This design comes from an exercise in tuning for small area and a short achievable clock period on the open sky130 flow, not from production work.
No run shown here included a check of the RTL's function; only the layout flow was run.
The clock cells of runs 1 to 3 and 5 to 9 come from the design's own scripts or RTL, not from TritonCTS.
The clock input has no modelled driver; a real chip could not lean on it and would need a root buffer or a full tree.
Power and IR drop assume default switching activity.

<file path="design/flow/flow/run.sh">
#!/bin/bash
# The standard ORFS layout (standard.sh) with: faster port buffers, extra
# setup margin for repair_timing, and the clock tree replaced after CTS by a
# few clock buffers on the clock port (flow/clock_leaves.tcl).
export FLOW_FLOW_DIR=$PWD/flow
bash standard.sh BUFFER_PORTS_ARGS="-buffer_cell sky130_fd_sc_hd__buf_2" CORE_UTILIZATION=70 CTS_ARGS="-sink_clustering_enable -repair_clock_nets -dont_use_dummy_load" SETUP_SLACK_MARGIN=13.5 POST_CTS_TCL=$PWD/flow/post_cts.tcl finish > standard.log 2>&1
</file>
<file path="design/flow/flow/clock_leaves.tcl">
# POST_CTS hook: replace the clock tree that CTS built by a few clock buffers
# driven straight from the clock port, each driving one vertical stripe of the
# registers (registers sorted by x, cut into equal groups). All registers then
# see the same one-buffer clock path.
proc leaf_clock_tree { master_name nleaves } {
  set block [ord::get_db_block]
  set master [[ord::get_db] findMaster $master_name]
  set clk_net [[$block findBTerm clk] getNet]
  set sinks {}
  foreach inst [$block getInsts] {
    if {![[$inst getMaster] isSequential]} { continue }
    foreach it [$inst getITerms] {
      if {[[$it getMTerm] getName] == "CLK"} { lappend sinks [list [lindex [$inst getLocation] 0] [lindex [$inst getLocation] 1] $it] }
    }
  }
  # the buffers CTS made: every non-register instance whose output net carries the clock
  set dead {}
  foreach inst [$block getInsts] {
    if {[[$inst getMaster] isSequential]} { continue }
    foreach it [$inst getITerms] {
      if {[$it isInputSignal] && [$it getNet] != "NULL" && [[$it getNet] getSigType] == "CLOCK"} { lappend dead $inst; break }
    }
  }
  foreach s $sinks { [lindex $s 2] disconnect }
  foreach inst $dead {
    set nets {}
    foreach it [$inst getITerms] { if {[$it getNet] != "NULL" && [$it getNet] != $clk_net} { lappend nets [$it getNet] } }
    odb::dbInst_destroy $inst
    foreach n $nets { if {[llength [$n getITerms]] == 0 && [llength [$n getBTerms]] == 0} { odb::dbNet_destroy $n } }
  }
  set sinks [lsort -integer -index 0 $sinks]
  set n [llength $sinks]
  for {set k 0} {$k < $nleaves} {incr k} {
    set lo [expr {$k * $n / $nleaves}]; set hi [expr {($k + 1) * $n / $nleaves}]
    set buf [odb::dbInst_create $block $master clkleaf_$k]
    set net [odb::dbNet_create $block clknet_leaf_$k]
    $net setSigType CLOCK
    [$buf findITerm A] connect $clk_net
    [$buf findITerm X] connect $net
    set xs 0; set ys 0
    foreach s [lrange $sinks $lo [expr {$hi - 1}]] {
      [lindex $s 2] connect $net
      set xs [expr {$xs + [lindex $s 0]}]; set ys [expr {$ys + [lindex $s 1]}]
    }
    set m [expr {$hi - $lo}]
    $buf setLocation [expr {int($xs / $m)}] [expr {int($ys / $m)}]
    $buf setPlacementStatus PLACED
  }
  puts "leaf_clock_tree: $n registers on $nleaves x $master_name, removed [llength $dead] cells"
}
</file>
<file path="design/flow/flow/post_cts.tcl">
# Runs at the end of ORFS's CTS step (POST_CTS_TCL).
source $::env(FLOW_FLOW_DIR)/clock_leaves.tcl
leaf_clock_tree sky130_fd_sc_hd__clkbuf_16 3
detailed_placement
estimate_parasitics -placement
</file>
<file path="design/flow/standard.sh">
#!/bin/bash
# synth_recipe.tcl (not shown) runs the flow's synth.tcl, then flattens the netlist and writes it again
# the make line also repeats each setting of config.mk as NAME=value (left out here)
make -C /OpenROAD-flow-scripts/flow DESIGN_CONFIG=/design/flow/config.mk WORK_HOME=/design/flow/orfs CLKGATE_MAP_FILE= SYNTH_SCRIPT=/design/flow/synth_recipe.tcl "${@:-finish}"
</file>
<file path="design/flow/config.mk">
export PLATFORM = sky130hd
export DESIGN_NAME = ultrasonido
export DESIGN_NICKNAME = ultrasonido
export VERILOG_FILES = /design/flow/design.v
export SDC_FILE = /design/flow/constraint.sdc
export NUM_CORES = 4
export LEC_CHECK = 0
export CAP_MARGIN = 20
export CORE_MARGIN = 2
export CORE_UTILIZATION = 40
export SLEW_MARGIN = 20
</file>
<file path="design/flow/constraint.sdc">
create_clock -name core_clock -period 18.0 [get_ports {clk}]
set_input_delay 3.6000 -clock core_clock [delete_from_list [all_inputs] [get_ports {clk}]]
set_output_delay 3.6000 -clock core_clock [all_outputs]
set_load 0.01 [all_outputs]
</file>
<file path="design/flow/design.v">
`timescale 1ns / 1ps
module ultrasonido(clk, trig, echo, distancia, init, done);
input init;
input clk;
input echo;
output reg trig;
output reg [8:0] distancia;
output reg done;
reg pr;       
reg pa;       
reg pl;       
reg [22:0] t;
localparam [22:0] INV = 23'h2AAAAA;
wire [22:0] s = t ^ INV;
reg W;
wire [22:0] s_nx = pr ? 23'd1 : {s[21:0], s[22] ^ s[17] ^ (s[21:0] == 22'd0)};
wire zero22 = (s_nx[21:0] == 22'd0);
wire next_z = zero22 & s_nx[22];        
wire cur_z = zero22 & ~s_nx[22];        
wire end_w = s_nx[22] & s_nx[20] & s_nx[19] & s_nx[11] & s_nx[10] & ~s_nx[6];
wire trig_nx = init & W;
wire W_nx = ~init | next_z | ((trig_nx | cur_z) & ~end_w);
wire win = W;
reg [10:0] q;
reg [16:0] R;
reg h;
localparam [16:0] ROFF = 17'd31072;
wire last = q[10] & q[8] & q[7] & q[4] & q[1]
          & R[15] & R[12] & R[9] & R[3] & R[2] & R[1] & R[0];
wire [17:0] S = {1'b0, R} + 18'd17;
wire co = S[17];
wire clr = pr | pl | (pa & last);
wire [16:0] R_nx = clr ? ROFF : pa ? (co ? (S[16:0] | ROFF) : S[16:0]) : R;
wire [10:0] q_nx = clr ? 11'd0 : q + {10'd0, pa & co};
wire h_now = ~pr & (pa | (h & ~pl));    
wire act = ~win & echo;
wire lowev = ~win & ~echo;
always @(posedge clk) begin
	pr <= ~init;
	pa <= init & act;
	pl <= init & lowev;
	t <= s_nx ^ INV;
	q <= q_nx;
	R <= R_nx;
	h <= h_now;
	trig <= trig_nx;
	W <= W_nx;
	done <= init & (done | lowev);
	if (!init) distancia <= 9'd0;
	else if (lowev & h_now) distancia <= q_nx[8:0];
end
endmodule
</file>
==> flow_summary.toml, run 1 <==
[setup_path]
cp_max_fo = 5
arrival_ns = 4.58
r2r_cells = 9
cp.required_ns = 18.08
crit_path_start_kind = "primary input"
path_class = "primary input to register"
endpoint_kind = "register"

[sta]
setup_viol = 0
period_share_pct = 25.0
maxSlewHeadroom_pct = 51.8
max_freq_mhz = 222
worst_slew_pin_slew_ns = 0.719
fin_tns_setup_ns = 0
finalMaxSlewViolations = 0
whs_ns = 0.399
period_minus_slack_ns = 4.50
rsz0062_at_grt = "yes"
fin_skew_ns = 0.00527
hold_violations = 0

[flow_run]
cap_violations = 0

[logic_synthesis]
yosys_warnings = 1
syn_avg_cell_area_sq_um = 10.2
yosysTopAreaCell = "dfxtp_1"
yosysSeqAreaShare_pct = 54.1
syn_nets = 250
synth_area_leaders = "dfxtp_1 54%, xnor2_1 6.7%, nor2_1 5.8%"
yosysUniqueCellTypes = 38
synth_area_sq_um = 2480
synth_cells = 244
synth_top_area_share_pct = 54.1
synth-seq-cells = 67

[finish]
mostFrequentLayoutCell = "dfxtp_1"
final_nets = 266
finalInstanceArea_sq_um = 2710
syn2layout_area_growth_pct = 9.43
drive_above_1_share_pct = 18.2
finalNonFillerCells = 304
final_cell_mix = "61 x dfxtp_1, 38 x nor2_1, 29 x nand2_1"
num_antenna_cells = 0
fin_util_pct = 80.7

[floorplan]
rows = 21
die_x_microns = 63.5
coreArea_sq_um = 3360
initial_core_util_pct = 73.7
die-area_sq_um = 4030
pin_count = 14
fp.dieH_microns = 63.5

[clocking]
clk_pin_slew_ns = 0.08
clkLatencyLatePin_ns = 0.15
cts.sinks = 67

[hold_path]
min_path_type = "register to register"
whs_path_depth = 1

[detailed_routing]
via_count = 1750
initialDrtViolationCount = 127
finalWirelength_microns = 4880
drt-vias-per-instance = 5.76
drc = 0
postRouteAntennaNets = 0
dr.pass1.iters = 4
wire_per_inst_microns = 16.0

[placed_design]
hpwl_microns = 3250
dp.cells = 296
placedInstanceArea_sq_um = 2560
routabilityCongestion = 0.758
io_buffers = 13

[pwr]
power.leakage_nw = 0.989
peakVddDrop_mv = 0.0999
p_per_area_nw_per_um2 = 81.3

[status]
status = "timing/DRC/antenna clean"

[global_route]
overflow = 0
grt_pass1_vias = 1841
grt_max_degree = 24
grt.total_usage_pct = 25.6
grt_pass1_wl_microns = 8270
grt_antenna_before_repair = 0
-- per-layer routing --
metal	vias to the layer above	track usage, %	routed length (microns)
li1	865	-	-
met1	857	33.0	2230
met2	23	43.9	2480
met3	5	4.11	140
met4	0	7.88	32
met5	-	0	0
-- through the flow --
stage                     setup WS, ns  total power, mW
after floorplan                  13.49            0.157
after global placement           13.15            0.158
after detailed placement         13.10            0.158
after global routing             13.47            0.228
final                            13.50            0.221
-- state kept, by name, indices dropped and copies added (netlist names), 9 cells and up --
signal and flops:
R 17, distancia 9, q 11, t 23
-- cell type report --
cell class / count / area [sq um]
flip-flops and latches: 67 / 1350
inverters: 5 / 18.8
multi-input cells: 166 / 1100
plain buffers: 3 / 75.1
fillers: 238 / 649
repair buffers: 17 / 111
well taps: 46 / 57.6
-- cells in the mapped netlist --
master     number
nand4_1         5
or2_4           1
buf_1           1
a41o_1          1
a21oi_1         1
a211oi_2        1
nor4_1          6
o31ai_1         1
a41oi_2         1
nand2_1        29
a31oi_1         1
nand4_2         1
or2_1           1
nor4_2          1
nor3_1          9
mux2i_1         1
a21o_1          1
ha_1            3
clkbuf_1        2
o41ai_1         1
buf_6           2
nand3_1         9
and2_1          4
nor2_1         38
nor4b_2         1
nor4b_1         1
dfxtp_1        67
and4_1          3
inv_1           5
nor3b_1         2
xnor2_1        19
or4_1           3
o2bb2ai_2       9
xor2_1          7
nand3b_1        1
nor2b_1         1
buf_4           2
o21ai_0         2
-- critical path: stages --
cell,delay [ns]
buf_8,0.10
nor3_4,0.12
o21ai_2,0.09
or4_4,0.51
o2bb2ai_2,0.16
-- power by group --
| group | internal, mW | total [mW] | switching (mW) |
|---|---|---|---|
| Sequential | 0.149 | 0.150 | 0.00100 |
| Combinational | 0.00194 | 0.00544 | 0.00350 |
| Clock | 0.0304 | 0.0651 | 0.0348 |
| Total | 0.181 | 0.221 | 0.0393 |
-- cells by family (layout without fill, tap and decap cells) --
family	after synthesis	after routing	synth area share, %
buf+inv	12	25	2.72
fa+ha+maj	3	3	1.51
mux	1	1	0.404
flops	67	67	54.1
simple gates	116	117	23.3
compound gates	19	19	8.83
xor+xnor	26	26	9.18
-- path summary, 6_finish.rpt --
check	slack (ns)	startpoint	to
worst max register to register	15.07	pa$_DFF_P_	q[8]$_DFF_P_
worst min register to register	0.40	t[2]$_DFF_P_	t[3]$_DFF_P_
worst min-delay path	0.40	t[2]$_DFF_P_	t[3]$_DFF_P_
worst max-delay path	13.50	echo	distancia[7]$_SDFFE_PN0P_
==> run 2, diff against run 1 <==
--- a/design/flow/design.v
+++ b/design/flow/design.v
@@ -33,7 +33,9 @@
 wire [16:0] R_nx = clr ? ROFF : pa ? (co ? (S[16:0] | ROFF) : S[16:0]) : R;
 wire [10:0] q_nx = clr ? 11'd0 : q + {10'd0, pa & co};
-wire h_now = ~pr & (pa | (h & ~pl));    
 wire act = ~win & echo;
 wire lowev = ~win & ~echo;
+wire h_nx = init & (act | (h & ~lowev));
+reg G;
+wire ld = ~echo & G;
 always @(posedge clk) begin
 	pr <= ~init;
@@ -43,10 +45,11 @@
 	q <= q_nx;
 	R <= R_nx;
-	h <= h_now;
+	h <= h_nx;
+	G <= ~W_nx & h_nx;
 	trig <= trig_nx;
 	W <= W_nx;
 	done <= init & (done | lowev);
 	if (!init) distancia <= 9'd0;
-	else if (lowev & h_now) distancia <= q_nx[8:0];
+	else if (ld) distancia <= q_nx[8:0];
 end
 endmodule
==> run 2 against run 1 <==
  * Still clean on timing, DRC and antenna
  * Area after synthesis up 2.0%
  * Via count up 4.7%
  * Clock skew up 0.0029 ns
  * Sequential power about the same
  * Flip-flop and latch count up 1
  * Combinational power down 1%
  * Worst setup slack better by 0.14 ns
  * Critical path type unchanged
==> flow_summary.toml, run 2 <==
[status]
status = "timing/DRC/antenna clean"

[hold_path]
min_path_type = "register to register"
whs_path_depth = 1
hold_end = "t[7]$_DFF_P_"
min_from = "t[6]$_DFF_P_"

[floorplan]
coreArea_sq_um = 3420
rows = 21
pin_count = 14
die_x_microns = 64.1
initial_core_util_pct = 74.0
fp.dieH_microns = 64.1
die-area_sq_um = 4110

[setup_path]
r2r_cells = 9
worst-r2r-setup-slack_ns = 15.20
path_class = "primary input to register"
slowest_delay_ns = 0.22
worstPathBufferInverterCount = 2
timing.rr.start = "pa$_DFF_P_"
worst_path_max_delay_cell = "buf_2"
cp.required_ns = 18.06
arrival_ns = 4.42
rr_endpoint = "distancia[8]$_SDFFE_PN0P_"
cp_top_family = "buffers and inverters"
cp_max_fo = 14
crit_path_start_kind = "primary input"
endpoint_kind = "register"
path_cells = "buf_2 > inv_1 > nor3b_2 > a21oi_1 > a211oi_1"

[global_route]
grt_antenna_before_repair = 0
overflow = 0
grt_use_met2_pct = 38.9
grt_max_degree = 28
grt_pass1_wl_microns = 7670
use_met1_pct = 31.6
busiest_layer = "met2"
grt.total_usage_pct = 23.0
grtUsageMet3_pct = 3.70
grt_pass1_vias = 1697

[pwr]
power_frac_comb_pct = 2.4
peakVddDrop_mv = 0.117
seqPwrFrac_pct = 68.0
p_switching_uw = 40.2
internal-power_uw = 184
pwr-share-clk_pct = 29.6
p_per_area_nw_per_um2 = 82.8
power.leakage_nw = 1.04
swShare_pct = 18.0

[sta]
setup_viol = 0
maxSlewHeadroom_pct = 52.5
rsz0062_at_grt = "no"
worst_slew_pin_slew_ns = 0.712
max_freq_mhz = 229
fin_skew_ns = 0.00817
period_share_pct = 24.2
finalMaxSlewViolations = 0
period_minus_slack_ns = 4.36
hold_violations = 0
fin_tns_setup_ns = 0
whs_ns = 0.397

[finish]
final_cell_mix = "65 x dfxtp_1, 35 x nor2_1, 30 x nand2_1"
reg.largest.list = "t (23), R (17), q (11)"
mostFrequentLayoutCell = "dfxtp_1"
top_register = "t"
num_antenna_cells = 0
final_nets = 278
syn2layout_area_growth_pct = 7.03
largest_reg_flops = 23
fillers = 243
drive_above_1_share_pct = 10.7

[detailed_routing]
dr.pass1.iters = 4
postRouteAntennaNets = 0
drc = 0
wire_per_inst_microns = 14.2
finalWirelength_microns = 4480
via_count = 1832
drt-vias-per-instance = 5.80
initialDrtViolationCount = 113

[logic_synthesis]
yosysUniqueCellTypes = 44
synth_xor_area_share_pct = 7.27
yosysSeqAreaShare_pct = 53.8
ys.flop_type = "dfxtp_1"
synth_fa_ha_area_share_pct = 1.48
muxShareOfSynthArea_pct = 0.792
synth_area_sq_um = 2530
synthArstFlopShare_pct = 0
synth-edff-count = 0
syn_nets = 269
synth_area_leaders = "dfxtp_1 54%, nor2_1 5.2%, xor2_1 4.8%"
yosys_warnings = 1
synth-seq-cells = 68
post-synth-top-count-cell = "dfxtp_1"
yosysTopAreaCell = "dfxtp_1"
syn_avg_cell_area_sq_um = 9.61
synth_top_family_by_area = "simple AND/OR/NAND/NOR gates"
yosys.area_share.simple_pct = 25.8
synth_compound_area_share_pct = 8.02
synth_cells = 263
synth_top_area_share_pct = 53.8
synthTopCellsByCount = "68 x dfxtp_1, 35 x nor2_1, 30 x nand2_1, 14 x nand4_1, 14 x xor2_1"

[flow_run]
cap_violations = 0

[placed_design]
routabilityCongestion = 0.790
hpwl_microns = 3130
io_buffers = 13

[clocking]
clkLatencyLatePin_ns = 0.15
cts.sinks = 68
clk_pin_slew_ns = 0.08
run 2: how the worst max path moves through the flow:
stage               start  cells after the start                   endpoint
finish               init                      5                  G$_DFF_P_
global placement     echo                      4  distancia[2]$_SDFFE_PN0P_
detailed placement   echo                      4  distancia[3]$_SDFFE_PN0P_
floorplan            echo                      4  distancia[6]$_SDFFE_PN0P_
global route         init                      5                  G$_DFF_P_
run 2: power by group through the flow:
stage | clock network (mW) | logic, mW | registers, mW
after global routing | 0.0724 | 0.00587 | 0.153
after detailed placement | 0 | 0.00518 | 0.156
after global placement | 0 | 0.00510 | 0.156
final | 0.0663 | 0.00538 | 0.152
after floorplan | 0 | 0.00439 | 0.155
run 2: through the flow:
stage,utilization (%),worst slack [ns],instances,power (mW),instance area (sq um)
3_5_place_dp,76.6,13.11,313,0.161,2620
3_3_place_gp,76.6,13.15,313,0.161,2620
6_report,79.2,13.64,316,0.224,2710
2_1_floorplan,-,13.64,263,0.160,2530
5_1_grt,79.2,13.51,316,0.231,2710
run 2: cell type report:
class | count | area [sq um] | share of cell area [%]
well taps | 46 | 57.6 | 2.13
inverters | 4 | 15.0 | 0.555
multi-input cells | 181 | 1120 | 41.4
repair buffers | 14 | 72.6 | 2.68
flip-flops and latches | 68 | 1370 | 50.4
plain buffers | 3 | 75.1 | 2.77
run 2: cell families (layout without fill, tap and decap cells):
logic type	after synthesis	after routing
buffers and inverters	14	21
flip-flops	68	68
multiplexers	2	2
adder cells (fa/ha/maj)	3	3
AO/OA/AOI/OAI	27	27
XOR/XNOR	21	21
AND/OR/NAND/NOR	128	128
run 2: worst register-to-register path, stage by stage, from the launching register on:
cell     delay, ns
dfxtp_1       0.58
and4_1        0.43
nand4_1       0.25
nor2_1        0.22
ha_1          0.24
ha_1          0.22
and4_1        0.26
nand4_1       0.12
xor2_1        0.26
o22ai_1       0.10
run 2: layer usage:
| metal | vias up | share of wire [%] |
|---|---|---|
| li1 | 923 | - |
| met3 | 5 | 3.4 |
| met5 | - | 0 |
| met1 | 870 | 49 |
| met2 | 34 | 47 |
| met4 | 0 | 0.96 |
==> run 3, diff against run 2 <==
==> design/flow/flow/run.sh (replaced) <==
#!/bin/bash
# The standard ORFS layout (standard.sh) with: faster port buffers, extra
# setup margin for repair_timing, and the clock tree replaced after CTS by a
# few clock buffers on the clock port (flow/clock_leaves.tcl).
export FLOW_FLOW_DIR=$PWD/flow
bash standard.sh BUFFER_PORTS_ARGS="-buffer_cell sky130_fd_sc_hd__buf_2" CORE_UTILIZATION=70 CTS_ARGS="-sink_clustering_enable -repair_clock_nets -dont_use_dummy_load" SETUP_SLACK_MARGIN=13.0 POST_CTS_TCL=$PWD/flow/post_cts.tcl finish > standard.log 2>&1
==> run 3 against run 2 <==
  * Combinational power decreased by 2%
  * Critical endpoint is now distancia[5]$_SDFFE_PN0P_
  * Sequential power barely moved
  * Die area stayed put
  * Fmax shrank 7.7%
  * Flip-flop and latch count stayed put
  * Critical path depth shrank 1
  * Sequential share of layout area up 0.17 points
  * Register-to-register slack better by 0.02 ns
  * Design area shrank 0.60%
  * Still clean on timing, DRC and antenna
  * Worst setup slack worse by 0.36 ns
  * Global-route usage is 0.18 points lower
==> flow_summary.toml, run 3 <==
[pwr]
p_switching_uw = 39.8
swShare_pct = 17.8
seqPwrFrac_pct = 68.1
power.leakage_nw = 1.04
pwr-share-clk_pct = 29.5
peakVddDrop_mv = 0.100
p_per_area_nw_per_um2 = 83.1
internal-power_uw = 184
power_frac_comb_pct = 2.3

[setup_path]
r2r_cells = 9
path_class = "primary input to register"
rr_endpoint = "distancia[8]$_SDFFE_PN0P_"
worst-r2r-setup-slack_ns = 15.22
cp.required_ns = 18.05
arrival_ns = 4.77
cp_max_fo = 11
path_cells = "buf_2 > nor2b_1 > nand2_1 > o32ai_1"
endpoint_kind = "register"
slowest_delay_ns = 0.51
timing.rr.start = "pa$_DFF_P_"
worst_path_max_delay_cell = "nor2b_1"
crit_path_start_kind = "primary input"

[logic_synthesis]
synth_top_area_share_pct = 53.8
yosysUniqueCellTypes = 44
synth_area_sq_um = 2530
synth-edff-count = 0
synth-seq-cells = 68
ys.flop_type = "dfxtp_1"
synthTopCellsByCount = "68 x dfxtp_1, 35 x nor2_1, 30 x nand2_1, 14 x nand4_1, 14 x xor2_1"
yosysSeqAreaShare_pct = 53.8
synth_cells = 263
synth_area_leaders = "dfxtp_1 54%, nor2_1 5.2%, xor2_1 4.8%"
yosys_warnings = 1
synthArstFlopShare_pct = 0
yosysTopAreaCell = "dfxtp_1"
syn_avg_cell_area_sq_um = 9.61
syn_nets = 269
post-synth-top-count-cell = "dfxtp_1"

[detailed_routing]
finalWirelength_microns = 4390
dr.pass1.iters = 4
postRouteAntennaNets = 0
drt-vias-per-instance = 5.76
via_count = 1820
wire_per_inst_microns = 13.9
initialDrtViolationCount = 113
drc = 0

[clocking]
clk_pin_slew_ns = 0.09
clkLatencyLatePin_ns = 0.15
cts.sinks = 68

[hold_path]
whs_path_depth = 1
min_from = "t[6]$_DFF_P_"
min_path_type = "register to register"
hold_end = "t[7]$_DFF_P_"

[placed_design]
routabilityCongestion = 0.790
io_buffers = 13
hpwl_microns = 3130

[finish]
fin_util_pct = 78.8
reg.largest.list = "t (23), R (17), q (11)"
mostFrequentLayoutCell = "dfxtp_1"
final_cell_mix = "68 x dfxtp_1, 35 x nor2_1, 30 x nand2_1"
fillers = 250
multiInputGateArea_sq_um = 1110
largest_reg_flops = 23
register_area_sq_um = 1360
num_antenna_cells = 0
syn2layout_area_growth_pct = 6.38
final_nets = 278
drive_above_1_share_pct = 8.89
top_register = "t"

[sta]
setup_viol = 0
maxSlewHeadroom_pct = 51.5
fin_skew_ns = 0.00976
period_share_pct = 26.2
finalMaxSlewViolations = 0
max_freq_mhz = 212
fin_tns_setup_ns = 0
period_minus_slack_ns = 4.72
hold_violations = 0
rsz0062_at_grt = "no"
worst_slew_pin_slew_ns = 0.726

[global_route]
grt_max_degree = 28
grt_antenna_before_repair = 0
grt.total_usage_pct = 22.9
grt_pass1_vias = 1705
overflow = 0
grt_pass1_wl_microns = 7600

[floorplan]
initial_core_util_pct = 74.0
fp.dieH_microns = 64.1
coreArea_sq_um = 3420
die-area_sq_um = 4110
die_x_microns = 64.1
pin_count = 14
rows = 21

[status]
status = "timing/DRC/antenna clean"

[flow_run]
cap_violations = 0
[run 3: cell families after synthesis]
logic type,synth area share (%)
AOI/OAI and AO/OA,8.02
xor gates and xnor gates,7.27
adders and majority gates,1.48
buffers and inverters,2.77
DFF,53.8
muxes,0.792
and+or+nand+nor,25.8
[run 3: area by class of cell]
type | instances | area share, %
inverters | 4 | 0.558
plain buffers | 3 | 2.79
multi-input cells | 181 | 41.2
well taps | 46 | 2.14
flip-flops and latches | 68 | 50.6
repair buffers | 14 | 2.70
[run 3: power groups by stage]
stage	Combinational [mW]	Clock (mW)	Sequential (mW)
2_1_floorplan	0.00439	0	0.155
3_3_place_gp	0.00510	0	0.156
3_5_place_dp	0.00518	0	0.156
5_1_grt	0.00582	0.0723	0.153
6_report	0.00525	0.0660	0.152
[run 3: routing by layer]
metal,track usage (%),vias to the layer above,share of wire [%]
li1,-,922,-
met1,31.4,862,49
met2,38.2,28,47
met3,3.35,8,2.7
met4,5.59,0,1.3
met5,0,-,0
[run 3: worst max path at each step]
stage | startpoint | end | slack (ns) | depth (start not counted)
after floorplan | echo | distancia[6]$_SDFFE_PN0P_ | 13.64 | 4
after global placement | echo | distancia[2]$_SDFFE_PN0P_ | 13.15 | 4
after detailed placement | echo | distancia[3]$_SDFFE_PN0P_ | 13.11 | 4
after global routing | echo | distancia[4]$_SDFFE_PN0P_ | 13.08 | 4
final | echo | distancia[5]$_SDFFE_PN0P_ | 13.28 | 4
[run 3: metrics by stage]
step,hold WS [ns],std cells,instance area [sq um],worst slack (ns),power [mW]
global placement,0.372,313,2620,13.15,0.161
floorplan,0.370,263,2530,13.64,0.160
finish,0.398,316,2690,13.28,0.224
detailed placement,0.379,313,2620,13.11,0.161
global route,0.407,316,2690,13.08,0.231
[run 3: worst max-delay path: cells and delay by family]
family | cells | cell delay (ns)
simple gates | 2 | 0.78
compound gates | 1 | 0.27
buf+inv | 1 | 0.11
==> run 4, diff against run 3 <==
==> design/flow/flow/run.sh (replaced) <==
#!/bin/bash
# The standard ORFS layout (standard.sh) with: faster port buffers, extra
# setup margin for repair_timing, and the clock tree replaced after CTS by a
# few clock buffers on the clock port (flow/clock_leaves.tcl).
export FLOW_FLOW_DIR=$PWD/flow
bash standard.sh BUFFER_PORTS_ARGS="-buffer_cell sky130_fd_sc_hd__buf_2" CTS_ARGS="-sink_clustering_enable -repair_clock_nets -dont_use_dummy_load" CORE_UTILIZATION=85 SETUP_SLACK_MARGIN=13.5 POST_CTS_TCL=$PWD/flow/post_cts.tcl finish > standard.log 2>&1
==> run 4 against run 3 <==
  * The run now fails in 5_1_grt
  * Area after synthesis stayed put
  * Synthesized cell count stayed put
==> flow_summary.toml, run 4 <==
[status]
haltStage = "5_1_grt"
firstError = "[ERROR GRT-0232] Routing congestion too high. Check the congestion heatmap in the GUI."
status = "stopped before the end"

[placed_design]
io_buffers = 13
routabilityCongestion = 0.846
hpwl_microns = 3790

[logic_synthesis]
synth_compound_area_share_pct = 8.02
synthTopCellsByCount = "68 x dfxtp_1, 35 x nor2_1, 30 x nand2_1, 14 x nand4_1, 14 x xor2_1"
synth_area_sq_um = 2530
synth_fa_ha_area_share_pct = 1.48
yosysTopAreaCell = "dfxtp_1"
synthArstFlopShare_pct = 0
synth-seq-cells = 68
yosysUniqueCellTypes = 44
muxShareOfSynthArea_pct = 0.792
yosys.area_share.simple_pct = 25.8
ys.flop_type = "dfxtp_1"
synth-edff-count = 0
syn_avg_cell_area_sq_um = 9.61
synth_top_area_share_pct = 53.8
syn_nets = 269
synth_top_family_by_area = "simple AND/OR/NAND/NOR gates"
yosysSeqAreaShare_pct = 53.8
synth_xor_area_share_pct = 7.27
synth_cells = 263
synth_area_leaders = "dfxtp_1 54%, nor2_1 5.2%, xor2_1 4.8%"
yosys_warnings = 1
post-synth-top-count-cell = "dfxtp_1"

[floorplan]
pin_count = 14
die_x_microns = 58.5
initial_core_util_pct = 90.9
fp.dieH_microns = 58.5
rows = 19

[global_route]
grt.total_usage_pct = 67.1
overflow = 22
grt_max_degree = 28

[clocking]
cts.sinks = 68
==> run 4: cell counts after synthesis <==
No cell type changed its count.
==> run 4: how the worst max path moves through the flow <==
stage | end | depth (start not counted) | slack [ns]
after floorplan | distancia[6]$_SDFFE_PN0P_ | 4 | 13.64
after global placement | distancia[5]$_SDFFE_PN0P_ | 4 | 13.17
after detailed placement | distancia[3]$_SDFFE_PN0P_ | 4 | 12.94
==> run 4: kinds of logic after synthesis <==
kind of cell / count (synthesis)
mux: 2
compound gates: 27
flops: 68
fa+ha+maj: 3
simple gates: 128
buf+inv: 14
xor+xnor: 21
==> run 4: per-stage QoR <==
stage | power, mW | cell area, sq um | hold WS [ns] | std cells | setup WS (ns)
2_1_floorplan | 0.160 | 2530 | 0.370 | 263 | 13.64
3_3_place_gp | 0.161 | 2600 | 0.372 | 298 | 13.17
3_5_place_dp | 0.161 | 2600 | 0.378 | 298 | 12.94
==> run 4: per-layer routing <==
metal / GRT overflow / GRT usage, %
met5: 0 / 4.76
met4: 9 / 70.1
met3: 0 / 43.5
met2: 13 / 85.9
met1: 0 / 70.0
==> run 4: power groups by stage <==
stage                     registers, mW  logic (mW)  clock network [mW]
after floorplan                   0.155     0.00439                   0
after global placement            0.156     0.00496                   0
after detailed placement          0.156     0.00526                   0
==> run 5, diff against run 4 <==
==> design/flow/flow/run.sh (replaced) <==
#!/bin/bash
# The standard ORFS layout (standard.sh) with: faster port buffers, extra
# setup margin for repair_timing, and the clock tree replaced after CTS by a
# few clock buffers on the clock port (flow/clock_leaves.tcl).
export FLOW_FLOW_DIR=$PWD/flow
bash standard.sh BUFFER_PORTS_ARGS="-buffer_cell sky130_fd_sc_hd__buf_2" CTS_ARGS="-sink_clustering_enable -repair_clock_nets -dont_use_dummy_load" CORE_UTILIZATION=70 SETUP_SLACK_MARGIN=13.7 POST_CTS_TCL=$PWD/flow/post_cts.tcl finish > standard.log 2>&1
==> run 5 against run 4 <==
  * Now clean on timing, DRC and antenna
  * Synthesized cell count is the same
  * Area after synthesis is the same
==> flow_summary.toml, run 5 <==
[detailed_routing]
dr.max_layer_used = "met4"
finalWirelength_microns = 5080
wirelength_met1_microns = 2260
wl_met3_microns = 203
drt-vias-per-instance = 5.76
drc = 0
via_count = 1861
initialDrtViolationCount = 149
postRouteAntennaNets = 0
route.met2.wl_microns = 2570
dr.pass1.iters = 4
wire_per_inst_microns = 15.7

[logic_synthesis]
syn_avg_cell_area_sq_um = 9.61
syn_nets = 269
synth_area_sq_um = 2530
synthTopCellsByCount = "68 x dfxtp_1, 35 x nor2_1, 30 x nand2_1, 14 x nand4_1, 14 x xor2_1"
post-synth-top-count-cell = "dfxtp_1"
yosys_warnings = 1
synth_cells = 263
synth_area_leaders = "dfxtp_1 54%, nor2_1 5.2%, xor2_1 4.8%"
ys.flop_type = "dfxtp_1"
yosysTopAreaCell = "dfxtp_1"
synthArstFlopShare_pct = 0
yosysSeqAreaShare_pct = 53.8
synth-seq-cells = 68
yosysUniqueCellTypes = 44
synth-edff-count = 0
synth_top_area_share_pct = 53.8

[sta]
fin_tns_setup_ns = 0
period_share_pct = 24.1
rsz0062_at_grt = "no"
period_minus_slack_ns = 4.34
max_freq_mhz = 230
whs_ns = 0.401
setup_viol = 0
worst_slew_pin_slew_ns = 0.796
hold_violations = 0
fin_skew_ns = 0.00564
maxSlewHeadroom_pct = 46.9
finalMaxSlewViolations = 0
setup_slack_ns = 13.66

[setup_path]
path_cells = "buf_2 > nor2b_4 > nand2_2 > o32ai_1"
arrival_ns = 4.38
worst-r2r-setup-slack_ns = 15.30
worstPathBufferInverterCount = 1
worst_path_max_delay_cell = "o32ai_1"
crit_path_start_kind = "primary input"
cp_top_family = "simple AND/OR/NAND/NOR gates"
cp_max_fo = 8
slowest_delay_ns = 0.28
path_class = "primary input to register"
cp.required_ns = 18.04
endpoint_kind = "register"

[finish]
top_register = "t"
drive_above_1_share_pct = 16.6
register_area_sq_um = 1370
fin_util_pct = 83.3
syn2layout_area_growth_pct = 12.5
finalNonFillerCells = 323
largest_reg_flops = 23
final_nets = 285
multiInputGateArea_sq_um = 1140
final_cell_mix = "58 x dfxtp_1, 35 x nor2_1, 29 x nand2_1"
finalInstanceArea_sq_um = 2850
mostFrequentLayoutCell = "dfxtp_1"
fillers = 212
reg.largest.list = "t (23), R (17), q (11)"
num_antenna_cells = 0

[floorplan]
fp.dieH_microns = 64.1
die_x_microns = 64.1
coreArea_sq_um = 3420
rows = 21
pin_count = 14
initial_core_util_pct = 74.0
die-area_sq_um = 4110

[hold_path]
min_path_type = "register to register"

[clocking]
cts.sinks = 68
clk_pin_slew_ns = 0.09
clkLatencyLatePin_ns = 0.15

[pwr]
peakVddDrop_mv = 0.108
internal-power_uw = 184
p_switching_uw = 40.2
power_frac_comb_pct = 2.5
power_uw = 224
p_per_area_nw_per_um2 = 78.8
pwr-share-clk_pct = 29.5
swShare_pct = 17.9
power.leakage_nw = 1.09
seqPwrFrac_pct = 68.0

[placed_design]
hpwl_microns = 3160
post-place-ws_ns = 13.07
routabilityCongestion = 0.806
dp.cells = 313
placedInstanceArea_sq_um = 2620
io_buffers = 13

[global_route]
grt_pass1_wl_microns = 8030
grt_pass1_vias = 1803
grt_antenna_before_repair = 0
grt_max_degree = 28
overflow = 0
grt.total_usage_pct = 24.7

[status]
status = "timing/DRC/antenna clean"

[flow_run]
cap_violations = 0
[run 5: cell counts after synthesis]
Identical to the previous run, type by type.
[run 5: routing by layer]
| layer | up-vias | GRT usage [%] |
|---|---|---|
| met4 | 0 | 4.26 |
| met3 | 4 | 3.52 |
| met2 | 30 | 45.1 |
| met1 | 888 | 31.4 |
| li1 | 939 | - |
| met5 | - | 0 |
[run 5: power groups by stage]
| stage | logic (mW) | clock network (mW) | registers (mW) |
|---|---|---|---|
| 2_1_floorplan | 0.00439 | 0 | 0.155 |
| 3_3_place_gp | 0.00507 | 0 | 0.156 |
| 3_5_place_dp | 0.00515 | 0 | 0.156 |
| 5_1_grt | 0.00624 | 0.0718 | 0.153 |
| 6_report | 0.00563 | 0.0661 | 0.152 |
[run 5: worst paths after layout]
check | startpoint | to | cells past startpoint
worst min-delay path | t[20]$_DFF_P_ | t[21]$_DFF_P_ | 1
worst max register to register | pa$_DFF_P_ | distancia[8]$_SDFFE_PN0P_ | 9
worst max-delay path | echo | distancia[4]$_SDFFE_PN0P_ | 4
worst min register to register | t[20]$_DFF_P_ | t[21]$_DFF_P_ | 1
[run 5: cell families (layout without fill, tap and decap cells)]
family | count (synthesis) | count (layout) | share of synthesized area [%]
and+or+nand+nor | 128 | 128 | 25.8
DFF | 68 | 68 | 53.8
AOI/OAI and AO/OA | 27 | 27 | 8.02
xor gates and xnor gates | 21 | 21 | 7.27
buffers and inverters | 14 | 28 | 2.77
adders and majority gates | 3 | 3 | 1.48
muxes | 2 | 2 | 0.792
[run 5: layout make-up]
cell class | instances | area share [%]
tap | 46 | 2.02
multi-input combinational | 181 | 39.9
buffer | 3 | 2.64
sequential | 68 | 48.3
timing repair buffer | 21 | 6.60
inverter | 4 | 0.528
==> run 6, diff against run 5 <==
--- a/design/flow/design.v
+++ b/design/flow/design.v
@@ -36,6 +36,5 @@
 wire lowev = ~win & ~echo;
 wire h_nx = init & (act | (h & ~lowev));
-reg G;
-wire ld = ~echo & G;
+wire ld = lowev & h;                    
 always @(posedge clk) begin
 	pr <= ~init;
@@ -46,5 +45,4 @@
 	R <= R_nx;
 	h <= h_nx;
-	G <= ~W_nx & h_nx;
 	trig <= trig_nx;
 	W <= W_nx;
==> design/flow/flow/run.sh (replaced) <==
#!/bin/bash
# The standard ORFS layout (standard.sh) with: faster port buffers, extra
# setup margin for repair_timing, and the clock tree replaced after CTS by a
# few clock buffers on the clock port (flow/clock_leaves.tcl).
export FLOW_FLOW_DIR=$PWD/flow
bash standard.sh BUFFER_PORTS_ARGS="-buffer_cell sky130_fd_sc_hd__buf_2" CTS_ARGS="-sink_clustering_enable -repair_clock_nets -dont_use_dummy_load" CORE_UTILIZATION=70 SETUP_SLACK_MARGIN=13.5 POST_CTS_TCL=$PWD/flow/post_cts.tcl finish > standard.log 2>&1
==> run 6 against run 5 <==
  * Critical path depth did not move
  * Global-route usage is 0.92 points lower
  * Design area fell by 7.0%
  * Wire length fell by 8.6%
  * Fmax fell by 2.0%
  * Clock power down 0.6%
  * Largest cell class unchanged
  * Combinational power shrank 6.7%
  * Highest routed layer unchanged
  * Still clean
==> flow_summary.toml, run 6 <==
[floorplan]
initial_core_util_pct = 73.4
die_x_microns = 63.4
fp.dieH_microns = 63.4
die-area_sq_um = 4020
pin_count = 14
coreArea_sq_um = 3360
rows = 21

[sta]
fin_tns_setup_ns = 0
hold_violations = 0
setup_viol = 0
finalMaxSlewViolations = 0
worst_slew_pin_slew_ns = 0.582
maxSlewHeadroom_pct = 61.2
rsz0062_at_grt = "yes"
fin_skew_ns = 0.0124
period_share_pct = 24.6
whs_ns = 0.390
period_minus_slack_ns = 4.43
max_freq_mhz = 226

[setup_path]
r2r_cells = 9
slowest_delay_ns = 0.32
timing.rr.start = "pa$_DFF_P_"
path_cells = "buf_2 > nor2_1 > nand2_1 > o41ai_1"
endpoint_kind = "register"
crit_cells = 4
worst_path_max_delay_cell = "o41ai_1"
cp-endpoint = "distancia[0]$_SDFFE_PN0P_"
cp.required_ns = 18.04
arrival_ns = 4.47
cp_top_family = "simple AND/OR/NAND/NOR gates"
crit_path_start_kind = "primary input"
cp_max_fo = 10
crit_path_start = "echo"
rr_endpoint = "distancia[8]$_SDFFE_PN0P_"
worst-r2r-setup-slack_ns = 15.22
worstPathBufferInverterCount = 1
path_class = "primary input to register"

[flow_run]
cap_violations = 0

[clocking]
clkLatencyLatePin_ns = 0.15
cts.sinks = 67
clk_pin_slew_ns = 0.09

[detailed_routing]
initialDrtViolationCount = 153
wire_per_inst_microns = 14.8
postRouteAntennaNets = 0
drt-vias-per-instance = 5.89
finalWirelength_microns = 4650
dr.pass1.iters = 4
drc = 0
via_count = 1854

[pwr]
p_per_area_nw_per_um2 = 83.6
power.leakage_nw = 1.01
peakVddDrop_mv = 0.0957
power_uw = 221

[logic_synthesis]
synth_area_sq_um = 2470
synth-seq-cells = 67
synthArstFlopShare_pct = 0
synth_top_area_share_pct = 54.4
syn_avg_cell_area_sq_um = 9.53
synth-edff-count = 0
synth_area_leaders = "dfxtp_1 54%, nor2_1 6.1%, nand2_1 4.4%"
yosysSeqAreaShare_pct = 54.4
synthTopCellsByCount = "67 x dfxtp_1, 40 x nor2_1, 29 x nand2_1, 18 x nand3_1, 12 x xnor2_1"
yosysUniqueCellTypes = 39
post-synth-top-count-cell = "dfxtp_1"
ys.flop_type = "dfxtp_1"
yosys_warnings = 1
syn_nets = 265
synth_cells = 259
yosysTopAreaCell = "dfxtp_1"

[finish]
final_cell_mix = "67 x dfxtp_1, 40 x nor2_1, 29 x nand2_1"
reg.largest.list = "t (23), R (17), q (11)"
drive_above_1_share_pct = 8.18
fillers = 235
mostFrequentLayoutCell = "dfxtp_1"
largest_reg_flops = 23
top_register = "t"
final_nets = 277
syn2layout_area_growth_pct = 7.20
num_antenna_cells = 0

[global_route]
grt_antenna_before_repair = 0
grt_max_degree = 24
grt_pass1_wl_microns = 7710
overflow = 0
grt.total_usage_pct = 23.8
grt_pass1_vias = 1754

[placed_design]
hpwl_microns = 3300
io_buffers = 13
routabilityCongestion = 0.763

[hold_path]
min_path_type = "register to register"
whs_path_depth = 1

[status]
status = "timing/DRC/antenna clean"
run 6: routing by layer:
metal  vias up  global-route usage (%)  wire length [microns]
met5         -                       0                      0
met4         0                    10.3                     82
met2        49                    37.6                   2160
li1        923                       -                      -
met1       874                    32.6                   2220
met3         8                    3.39                    189
run 6: layout make-up:
cell class                      count  area (sq um)  area share [%]
Tap cell                           46          57.6            2.18
Multi-Input combinational cell    178          1070            40.4
Timing Repair Buffer               14          72.6            2.74
Sequential cell                    67          1340            50.7
Inverter                            7          30.0            1.14
Buffer                              3          75.1            2.84
run 6: cells by family after synthesis:
kind of cell             Yosys count  share of synthesized area [%]
AO/OA/AOI/OAI                     23                           6.95
XOR/XNOR                          23                           8.16
AND/OR/NAND/NOR                  126                           25.0
multiplexers                       3                           1.22
flip-flops                        67                           54.4
adder cells (fa/ha/maj)            3                           1.52
buffers and inverters             14                           2.79
run 6: worst min-delay path by stage:
stage | slack [ns] | startpoint | to
finish | 0.39 | t[6]$_DFF_P_ | t[7]$_DFF_P_
detailed placement | 0.38 | t[20]$_DFF_P_ | t[21]$_DFF_P_
floorplan | 0.37 | t[12]$_DFF_P_ | t[13]$_DFF_P_
global placement | 0.37 | t[20]$_DFF_P_ | t[21]$_DFF_P_
global route | 0.40 | t[2]$_DFF_P_ | t[3]$_DFF_P_
run 6: power breakdown:
group	internal [mW]	switching (mW)	total [mW]
clock	0.0304	0.0353	0.0657
combinational	0.00168	0.00357	0.00525
sequential	0.149	0.00106	0.150
total	0.181	0.0400	0.221
run 6: stage by stage:
step | cell area (sq um) | util (%) | cells | setup slack, ns
3_3_place_gp | 2570 | 76.3 | 312 | 13.48
3_5_place_dp | 2570 | 76.3 | 312 | 13.39
5_1_grt | 2650 | 78.6 | 315 | 13.49
6_report | 2650 | 78.6 | 315 | 13.57
2_1_floorplan | 2470 | - | 259 | 13.75
run 6: worst reg2reg max path: stages (launching register included):
cell and delay (ns):
dfxtp_1 0.52, nand3_1 0.34, nor2_1 0.43, and3_1 0.24, ha_1 0.20, ha_1 0.22
and4_1 0.26, nand4_1 0.12, xor2_1 0.23, o21ai_0 0.12
==> run 7, diff against run 6 <==
==> design/flow/flow/run.sh (replaced) <==
#!/bin/bash
# The standard ORFS layout (standard.sh) with: faster port buffers, extra
# setup margin for repair_timing, and the clock tree replaced after CTS by a
# few clock buffers on the clock port (flow/clock_leaves.tcl).
export FLOW_FLOW_DIR=$PWD/flow
bash standard.sh BUFFER_PORTS_ARGS="-buffer_cell sky130_fd_sc_hd__buf_2" CTS_ARGS="-sink_clustering_enable -repair_clock_nets -dont_use_dummy_load" CORE_UTILIZATION=70 SETUP_SLACK_MARGIN=13.3 POST_CTS_TCL=$PWD/flow/post_cts.tcl finish > standard.log 2>&1
==> run 7 against run 6 <==
  * Clock skew is 0.0018 ns higher
  * Wire length shrank 1.1%
  * Worst setup slack improved by 0.0013 ns
  * Clock power is essentially flat
  * Highest routed layer unchanged
==> flow_summary.toml, run 7 <==
[finish]
fin_util_pct = 78.5
mostFrequentLayoutCell = "dfxtp_1"
reg.largest.list = "t (23), R (17), q (11)"
final_nets = 277
largest_reg_flops = 23
syn2layout_area_growth_pct = 7.05
top_register = "t"
num_antenna_cells = 0
final_cell_mix = "67 x dfxtp_1, 40 x nor2_1, 29 x nand2_1"
drive_above_1_share_pct = 7.81

[sta]
max_freq_mhz = 226
period_share_pct = 24.6
setup_viol = 0
rsz0062_at_grt = "no"
fin_tns_setup_ns = 0
finalMaxSlewViolations = 0
maxSlewHeadroom_pct = 62.3
hold_violations = 0
worst_slew_pin_slew_ns = 0.565
fin_skew_ns = 0.0142
period_minus_slack_ns = 4.43

[pwr]
p_per_area_nw_per_um2 = 83.8
power.leakage_nw = 1.01
peakVddDrop_mv = 0.0949

[setup_path]
path_class = "primary input to register"
path_cells = "buf_2 > clkinv_1 > a21oi_1 > o41ai_1"
r2r_cells = 9
worstPathBufferInverterCount = 2
endpoint_kind = "register"
worst-r2r-setup-slack_ns = 15.21
crit_path_start_kind = "primary input"
worst_path_max_delay_cell = "clkinv_1"
cp_max_fo = 14
rr_endpoint = "distancia[8]$_SDFFE_PN0P_"
arrival_ns = 4.43
cp.required_ns = 18.00
timing.rr.start = "pa$_DFF_P_"
cp_top_family = "buffers and inverters"
slowest_delay_ns = 0.25

[logic_synthesis]
ys.flop_type = "dfxtp_1"
syn_nets = 265
syn_avg_cell_area_sq_um = 9.53
synth-seq-cells = 67
yosysUniqueCellTypes = 39
yosysTopAreaCell = "dfxtp_1"
synth_cells = 259
synthTopCellsByCount = "67 x dfxtp_1, 40 x nor2_1, 29 x nand2_1, 18 x nand3_1, 12 x xnor2_1"
synth_area_leaders = "dfxtp_1 54%, nor2_1 6.1%, nand2_1 4.4%"
synthArstFlopShare_pct = 0
synth_area_sq_um = 2470
synth_top_area_share_pct = 54.4
synth-edff-count = 0
post-synth-top-count-cell = "dfxtp_1"
yosys_warnings = 1
yosysSeqAreaShare_pct = 54.4

[detailed_routing]
wirelength_met1_microns = 2210
wl_met3_microns = 194
via_count = 1848
postRouteAntennaNets = 0
drt-vias-per-instance = 5.87
route.met2.wl_microns = 2110
drc = 0
finalWirelength_microns = 4600
dr.max_layer_used = "met4"
initialDrtViolationCount = 172
wire_per_inst_microns = 14.6
dr.pass1.iters = 4

[floorplan]
initial_core_util_pct = 73.4
die_x_microns = 63.4
fp.dieH_microns = 63.4
pin_count = 14
rows = 21
die-area_sq_um = 4020
coreArea_sq_um = 3360

[global_route]
overflow = 0
grt.total_usage_pct = 23.8
grt_pass1_vias = 1754
grt_antenna_before_repair = 0
grt_pass1_wl_microns = 7710
grt_max_degree = 24

[hold_path]
min_from = "t[6]$_DFF_P_"
min_path_type = "register to register"
hold_end = "t[7]$_DFF_P_"
whs_path_depth = 1

[flow_run]
cap_violations = 0

[placed_design]
routabilityCongestion = 0.763
hpwl_microns = 3300
io_buffers = 13

[clocking]
clk_pin_slew_ns = 0.09
cts.sinks = 67
clkLatencyLatePin_ns = 0.16

[status]
status = "timing/DRC/antenna clean"
[run 7: worst max-delay path by stage]
stage                     slack (ns)                         to  cells after the start  start
after floorplan                13.75  distancia[3]$_SDFFE_PN0P_                      4   echo
after global placement         13.48  distancia[2]$_SDFFE_PN0P_                      3   init
after detailed placement       13.39  distancia[1]$_SDFFE_PN0P_                      3   init
after global routing           13.46  distancia[7]$_SDFFE_PN0P_                      5   echo
final                          13.57                  W$_DFF_P_                      4   init
[run 7: power breakdown]
group | internal, mW | switching (mW)
Sequential | 0.149 | 0.00101
Clock | 0.0304 | 0.0356
Combinational | 0.00165 | 0.00347
[run 7: layer usage]
layer,track usage [%],up-vias
met4,10.3,0
li1,-,924
met2,37.6,48
met1,32.6,868
met5,0,-
met3,3.39,8
[run 7: cells by family (layout without fill, tap and decap cells)]
group | after synthesis | after routing | synth area share [%]
AO/OA/AOI/OAI | 23 | 23 | 6.95
XOR/XNOR | 23 | 23 | 8.16
adder cells (fa/ha/maj) | 3 | 3 | 1.52
buffers and inverters | 14 | 24 | 2.79
flip-flops | 67 | 67 | 54.4
multiplexers | 3 | 3 | 1.22
AND/OR/NAND/NOR | 126 | 126 | 25.0
[run 7: cell type report]
| type | instances | area (sq um) |
|---|---|---|
| Timing Repair Buffer | 14 | 72.6 |
| Sequential cell | 67 | 1340 |
| Buffer | 3 | 75.1 |
| Inverter | 7 | 26.3 |
| Fill cell | 235 | 722 |
| Multi-Input combinational cell | 178 | 1070 |
| Tap cell | 46 | 57.6 |
[run 7: per-stage QoR]
| step | instances | instance area [sq um] | worst slack, ns | power, mW | hold slack, ns |
|---|---|---|---|---|---|
| 2_1_floorplan | 259 | 2470 | 13.75 | 0.157 | 0.366 |
| 3_3_place_gp | 312 | 2570 | 13.48 | 0.158 | 0.372 |
| 3_5_place_dp | 312 | 2570 | 13.39 | 0.159 | 0.380 |
| 5_1_grt | 315 | 2640 | 13.46 | 0.227 | 0.399 |
| 6_report | 315 | 2640 | 13.57 | 0.221 | 0.387 |
==> run 8, diff against run 7 <==
==> design/flow/flow/post_cts.tcl (replaced) <==
# Runs at the end of ORFS's CTS step (POST_CTS_TCL).
source $::env(FLOW_FLOW_DIR)/clock_leaves.tcl
leaf_clock_tree sky130_fd_sc_hd__clkbuf_8 4
detailed_placement
estimate_parasitics -placement
==> run 8 against run 7 <==
  * Still clean on timing, DRC and antenna
  * Global-route usage is essentially flat
  * Critical endpoint unchanged
  * Design area decreased by 0.76%
  * Worst setup slack worse by 0.012 ns
  * Register-to-register slack hardly changed
==> flow_summary.toml, run 8 <==
[status]
status = "timing/DRC/antenna clean"

[setup_path]
cp_top_family = "buffers and inverters"
arrival_ns = 4.46
worst_path_max_delay_cell = "clkinv_1"
worstPathBufferInverterCount = 2
cp.required_ns = 18.02
slowest_delay_ns = 0.26
path_class = "primary input to register"
endpoint_kind = "register"
worst-r2r-setup-slack_ns = 15.21
cp_max_fo = 14
crit_path_start_kind = "primary input"
path_cells = "buf_2 > clkinv_1 > a21oi_1 > o41ai_1"

[logic_synthesis]
yosysTopAreaCell = "dfxtp_1"
post-synth-top-count-cell = "dfxtp_1"
syn_avg_cell_area_sq_um = 9.53
yosysUniqueCellTypes = 39
synth_cells = 259
yosys_warnings = 1
synth_area_leaders = "dfxtp_1 54%, nor2_1 6.1%, nand2_1 4.4%"
synth_area_sq_um = 2470
ys.flop_type = "dfxtp_1"
synthTopCellsByCount = "67 x dfxtp_1, 40 x nor2_1, 29 x nand2_1, 18 x nand3_1, 12 x xnor2_1"
synth-edff-count = 0
synthArstFlopShare_pct = 0
synth_top_area_share_pct = 54.4
synth-seq-cells = 67
syn_nets = 265
yosysSeqAreaShare_pct = 54.4

[finish]
final_cell_mix = "67 x dfxtp_1, 40 x nor2_1, 29 x nand2_1"
final_nets = 278
largest_reg_flops = 23
syn2layout_area_growth_pct = 6.24
top_register = "t"
fin_util_pct = 77.9
drive_above_1_share_pct = 8.15
mostFrequentLayoutCell = "dfxtp_1"
reg.largest.list = "t (23), R (17), q (11)"
num_antenna_cells = 0

[sta]
finalMaxSlewViolations = 0
fin_tns_setup_ns = 0
rsz0062_at_grt = "no"
setup_viol = 0
max_freq_mhz = 225
fin_skew_ns = 0.0181
maxSlewHeadroom_pct = 62.2
hold_violations = 0
period_minus_slack_ns = 4.44
worst_slew_pin_slew_ns = 0.566
period_share_pct = 24.7

[pwr]
power_uw = 210
pwr-share-clk_pct = 26.2
internal-power_uw = 171
seqPwrFrac_pct = 71.4
peakVddDrop_mv = 0.103
p_switching_uw = 39.0
power.leakage_nw = 1.00
power_frac_comb_pct = 2.5
swShare_pct = 18.6
p_per_area_nw_per_um2 = 80.2

[floorplan]
fp.dieH_microns = 63.4
rows = 21
die_x_microns = 63.4
coreArea_sq_um = 3360
initial_core_util_pct = 73.4
pin_count = 14
die-area_sq_um = 4020

[clocking]
clkLatencyLatePin_ns = 0.16
cts.sinks = 67
clk_pin_slew_ns = 0.09

[global_route]
grt_pass1_wl_microns = 7680
grt_antenna_before_repair = 0
grt_pass1_vias = 1748
grt_max_degree = 23
grt.total_usage_pct = 23.8
overflow = 0

[detailed_routing]
dr.pass1.iters = 4
via_count = 1847
wirelength_met1_microns = 2160
route.met2.wl_microns = 2120
wire_per_inst_microns = 14.4
wl_met3_microns = 157
initialDrtViolationCount = 178
drt-vias-per-instance = 5.84
finalWirelength_microns = 4560
dr.max_layer_used = "met4"
drc = 0
postRouteAntennaNets = 0

[flow_run]
cap_violations = 0

[placed_design]
io_buffers = 13
hpwl_microns = 3300
routabilityCongestion = 0.763

[hold_path]
min_path_type = "register to register"
==> run 8: changes by cell type in the layout (fill, tap and decap cells not counted) <==
cell / previous run / this run
clkbuf_16: 3 / 0
clkbuf_8: 0 / 4
==> run 8: path summary, 6_finish.rpt <==
check	start	endpoint	cells after the start
max	init	W$_DFF_P_	4
min	t[20]$_DFF_P_	t[21]$_DFF_P_	1
max reg2reg	pa$_DFF_P_	distancia[8]$_SDFFE_PN0P_	9
min reg2reg	t[20]$_DFF_P_	t[21]$_DFF_P_	1
==> run 8: cell type report <==
class	instances	area, sq um
sequential	67	1340
timing repair buffer	14	72.6
inverter	7	26.3
tap	46	57.6
multi-input combinational	178	1070
fill	239	742
buffer	4	55.1
==> run 8: logic make-up after synthesis <==
logic type / after synthesis / synth area share [%]
XOR/XNOR: 23 / 8.16
AND/OR/NAND/NOR: 126 / 25.0
adder cells (fa/ha/maj): 3 / 1.52
multiplexers: 3 / 1.22
buffers and inverters: 14 / 2.79
flip-flops: 67 / 54.4
AO/OA/AOI/OAI: 23 / 6.95
==> run 8: power by group through the flow <==
stage	registers, mW	logic, mW	clock network, mW
after floorplan	0.153	0.00397	0
after global placement	0.153	0.00495	0
after detailed placement	0.154	0.00505	0
after global routing	0.150	0.00567	0.0620
final	0.150	0.00516	0.0551
==> run 8: metal layers <==
layer	global-route usage (%)	up-vias
met3	3.39	12
met5	0	-
li1	-	924
met2	37.9	45
met1	32.5	866
met4	9.78	0
==> run 8: through the flow <==
| step | hold WS (ns) | instances | instance area [sq um] | worst slack [ns] |
|---|---|---|---|---|
| detailed placement | 0.380 | 312 | 2570 | 13.39 |
| finish | 0.399 | 316 | 2620 | 13.56 |
| floorplan | 0.366 | 259 | 2470 | 13.75 |
| global route | 0.412 | 316 | 2620 | 13.49 |
| global placement | 0.372 | 312 | 2570 | 13.48 |
==> run 8: worst reg2reg max path, stage by stage (launching register included) <==
cell	delay, ns
dfxtp_1	0.52
nand3_1	0.34
nor2_1	0.43
and3_1	0.24
ha_1	0.20
ha_1	0.22
and4_1	0.26
nand4_1	0.12
xor2_1	0.23
o21ai_0	0.12
==> run 9, diff against run 8 <==
--- a/design/flow/design.v
+++ b/design/flow/design.v
@@ -33,8 +33,7 @@
 wire [16:0] R_nx = clr ? ROFF : pa ? (co ? (S[16:0] | ROFF) : S[16:0]) : R;
 wire [10:0] q_nx = clr ? 11'd0 : q + {10'd0, pa & co};
+wire h_now = ~pr & (pa | (h & ~pl));    
 wire act = ~win & echo;
 wire lowev = ~win & ~echo;
-wire h_nx = init & (act | (h & ~lowev));
-wire ld = lowev & h;                    
 always @(posedge clk) begin
 	pr <= ~init;
@@ -44,10 +43,10 @@
 	q <= q_nx;
 	R <= R_nx;
-	h <= h_nx;
+	h <= h_now;
 	trig <= trig_nx;
 	W <= W_nx;
 	done <= init & (done | lowev);
 	if (!init) distancia <= 9'd0;
-	else if (ld) distancia <= q_nx[8:0];
+	else if (lowev & h_now) distancia <= q_nx[8:0];
 end
 endmodule
==> design/flow/flow/run.sh (replaced) <==
#!/bin/bash
# The standard ORFS layout (standard.sh) with: faster port buffers, extra
# setup margin for repair_timing, and the clock tree replaced after CTS by a
# few clock buffers on the clock port (flow/clock_leaves.tcl).
export FLOW_FLOW_DIR=$PWD/flow
bash standard.sh BUFFER_PORTS_ARGS="-buffer_cell sky130_fd_sc_hd__buf_2" CORE_UTILIZATION=70 CTS_ARGS="-sink_clustering_enable -repair_clock_nets -dont_use_dummy_load" SETUP_SLACK_MARGIN=13.8 POST_CTS_TCL=$PWD/flow/post_cts.tcl finish > standard.log 2>&1
==> design/flow/flow/post_cts.tcl (replaced) <==
# Runs at the end of ORFS's CTS step (POST_CTS_TCL).
source $::env(FLOW_FLOW_DIR)/clock_leaves.tcl
leaf_clock_tree sky130_fd_sc_hd__clkbuf_16 3
detailed_placement
estimate_parasitics -placement
==> run 9 against run 8 <==
  * Register-to-register slack got worse by 0.26 ns
  * Critical path depth up 1
  * Clock skew decreased by 0.013 ns
  * Global-route usage is 3.6 points higher
  * Utilization rose by 6.4 points
  * Sequential share of layout area is 3.4 points lower
  * Via count down 0.38%
  * Die area up 0.47%
==> flow_summary.toml, run 9 <==
[setup_path]
crit_path_start_kind = "primary input"
arrival_ns = 4.60
r2r_cells = 9
rr_endpoint = "q[8]$_DFF_P_"
cp_max_fo = 5
endpoint_kind = "register"
cp.required_ns = 18.08
worst-r2r-setup-slack_ns = 14.95
path_class = "primary input to register"
timing.rr.start = "pa$_DFF_P_"

[global_route]
grt_pass1_vias = 1859
grt_max_degree = 24
overflow = 0
grt.total_usage_pct = 27.3
grt_pass1_wl_microns = 8740
grt_antenna_before_repair = 0

[status]
status = "timing/DRC/antenna clean"

[sta]
fin_skew_ns = 0.00541
max_freq_mhz = 221
period_share_pct = 25.1
hold_violations = 0
setup_viol = 0
worst_slew_pin_slew_ns = 0.691
fin_tns_setup_ns = 0
period_minus_slack_ns = 4.52
rsz0062_at_grt = "yes"
finalMaxSlewViolations = 0
maxSlewHeadroom_pct = 53.9

[finish]
final_cell_mix = "57 x dfxtp_1, 38 x nor2_1, 29 x nand2_1"
syn2layout_area_growth_pct = 14.4
drive_above_1_share_pct = 21.8
finalNonFillerCells = 312
num_antenna_cells = 0
final_nets = 274
mostFrequentLayoutCell = "dfxtp_1"
largest_reg_flops = 23
top_register = "t"
reg.largest.list = "t (23), R (17), q (11)"

[detailed_routing]
dr.pass1.iters = 4
postRouteAntennaNets = 0
initialDrtViolationCount = 146
finalWirelength_microns = 5380
via_count = 1840
drt-vias-per-instance = 5.90
wire_per_inst_microns = 17.2
drc = 0

[placed_design]
routabilityCongestion = 0.758
hpwl_microns = 3250
dp.cells = 296
io_buffers = 13

[logic_synthesis]
post-synth-top-count-cell = "dfxtp_1"
yosysUniqueCellTypes = 38
synthArstFlopShare_pct = 0
synth_cells = 244
synth-edff-count = 0
syn_avg_cell_area_sq_um = 10.2
synth_top_area_share_pct = 54.1
synthTopCellsByCount = "67 x dfxtp_1, 38 x nor2_1, 29 x nand2_1, 19 x xnor2_1"
synth_area_sq_um = 2480
yosysSeqAreaShare_pct = 54.1
yosys_warnings = 1
synth-seq-cells = 67
syn_nets = 250
yosysTopAreaCell = "dfxtp_1"
synth_area_leaders = "dfxtp_1 54%, xnor2_1 6.7%, nor2_1 5.8%"
ys.flop_type = "dfxtp_1"

[pwr]
peakVddDrop_mv = 0.0904
power.leakage_nw = 1.04
power_uw = 221
p_per_area_nw_per_um2 = 77.8

[clocking]
cts.sinks = 67
clkLatencyLatePin_ns = 0.15
clk_pin_slew_ns = 0.08

[floorplan]
initial_core_util_pct = 73.7
die-area_sq_um = 4030
coreArea_sq_um = 3360
rows = 21
fp.dieH_microns = 63.5
pin_count = 14
die_x_microns = 63.5

[flow_run]
cap_violations = 0

[hold_path]
min_path_type = "register to register"
min_from = "t[2]$_DFF_P_"
whs_path_depth = 1
hold_end = "t[3]$_DFF_P_"
[run 9: cell types whose count changed after synthesis, sizes merged, moves of 4 or more]
cell,before,now
a21oi,5,1
o41ai,5,1
nand3,18,9
xor2,11,7
o2bb2ai,0,9
xnor2,12,19
[run 9: area by class of cell]
| class | count | area (sq um) |
|---|---|---|
| buffer | 3 | 75.1 |
| fill | 204 | 527 |
| sequential | 67 | 1360 |
| tap | 46 | 57.6 |
| multi-input combinational | 166 | 1100 |
| inverter | 5 | 18.8 |
| timing repair buffer | 25 | 228 |
[run 9: worst max-delay path, stage by stage]
cell       delay [ns]
buf_8            0.10
nor3_4           0.12
o21ai_2          0.10
or4_4            0.50
o2bb2ai_2        0.17
[run 9: metrics by stage]
step / hold slack (ns) / setup slack (ns) / cell area [sq um] / util, %
floorplan: 0.366 / 13.49 / 2480 / -
global placement: 0.372 / 13.15 / 2560 / 76.1
detailed placement: 0.376 / 13.10 / 2560 / 76.1
global route: 0.419 / 13.44 / 2840 / 84.3
finish: 0.400 / 13.48 / 2840 / 84.3
[run 9: power by group]
part	internal, mW	total, mW	switching [mW]
sequential	0.149	0.150	0.00100
clock	0.0304	0.0655	0.0352
combinational	0.00191	0.00538	0.00347
total	0.181	0.221	0.0396
[run 9: metal layers]
| layer | GRT usage [%] | vias up | wire length, microns |
|---|---|---|---|
| met4 | 6.79 | 0 | 99 |
| li1 | - | 882 | - |
| met3 | 4.29 | 9 | 205 |
| met5 | 0 | - | 0 |
| met2 | 48.8 | 60 | 2770 |
| met1 | 34.3 | 889 | 2300 |
[run 9: cell families (layout without fill, tap and decap cells)]
family                     after synthesis  in the layout  share of synthesized area [%]
DFF                                     67             67                           54.1
xor gates and xnor gates                26             26                           9.18
buffers and inverters                   12             33                           2.72
AOI/OAI and AO/OA                       19             19                           8.83
adders and majority gates                3              3                           1.51
and+or+nand+nor                        116            117                           23.3
muxes                                    1              1                          0.404
[run 9: worst max path at each step]
stage / startpoint / to / slack [ns]
after detailed placement: echo / distancia[7]$_SDFFE_PN0P_ / 13.10
final: echo / distancia[1]$_SDFFE_PN0P_ / 13.48
after global routing: echo / distancia[1]$_SDFFE_PN0P_ / 13.44
after global placement: echo / distancia[7]$_SDFFE_PN0P_ / 13.15
after floorplan: echo / distancia[7]$_SDFFE_PN0P_ / 13.49

[separate check: timing with driven ports]
In the flow no input, the clock included, has a driving cell. The finished layouts below were timed again as built, in two steps. Step 1 (the two cells are an assumption about what drives the block):
set clk [get_ports {clk}]
set_driving_cell -lib_cell sky130_fd_sc_hd__clkbuf_16 $clk
set_driving_cell -lib_cell sky130_fd_sc_hd__buf_2 [delete_from_list [all_inputs] $clk]
Step 2 adds t to the input delays and takes it off the output delays; t is the mean of the earliest and latest rising clock arrival at the registers after step 1. Input paths then give back, and output paths get back, about the clock's delay inside the block. a / b / c = ideal ports / drivers / drivers and shift; a / b = the first two.
run | t (ns) | setup slack, ns | worst hold slack (ns) | latest minus earliest clock arrival (ns)
run 1 | 0.201 | 13.501 / 13.506 / 13.306 | 0.399 / 0.399 / 0.399 | 0.005 / 0.005
run 2 | 0.202 | 13.643 / 13.671 / 13.469 | 0.397 / 0.397 / 0.397 | 0.008 / 0.009
run 3 | 0.201 | 13.281 / 13.316 / 13.115 | 0.398 / 0.398 / 0.398 | 0.010 / 0.009
run 5 | 0.202 | 13.659 / 13.681 / 13.480 | 0.401 / 0.401 / 0.401 | 0.005 / 0.005
run 6 | 0.204 | 13.570 / 13.607 / 13.403 | 0.390 / 0.390 / 0.390 | 0.012 / 0.013
run 7 | 0.205 | 13.571 / 13.606 / 13.401 | 0.387 / 0.387 / 0.387 | 0.014 / 0.015
run 8 | 0.201 | 13.560 / 13.588 / 13.387 | 0.399 / 0.399 / 0.399 | 0.018 / 0.018
run 9 | 0.202 | 13.477 / 13.488 / 13.286 | 0.400 / 0.400 / 0.400 | 0.005 / 0.006
After both steps setup and hold are still met in every run listed. For run 1, which loses most, drivers alone change the setup slack by +0.005 ns; drivers and shift together by -0.195 ns.
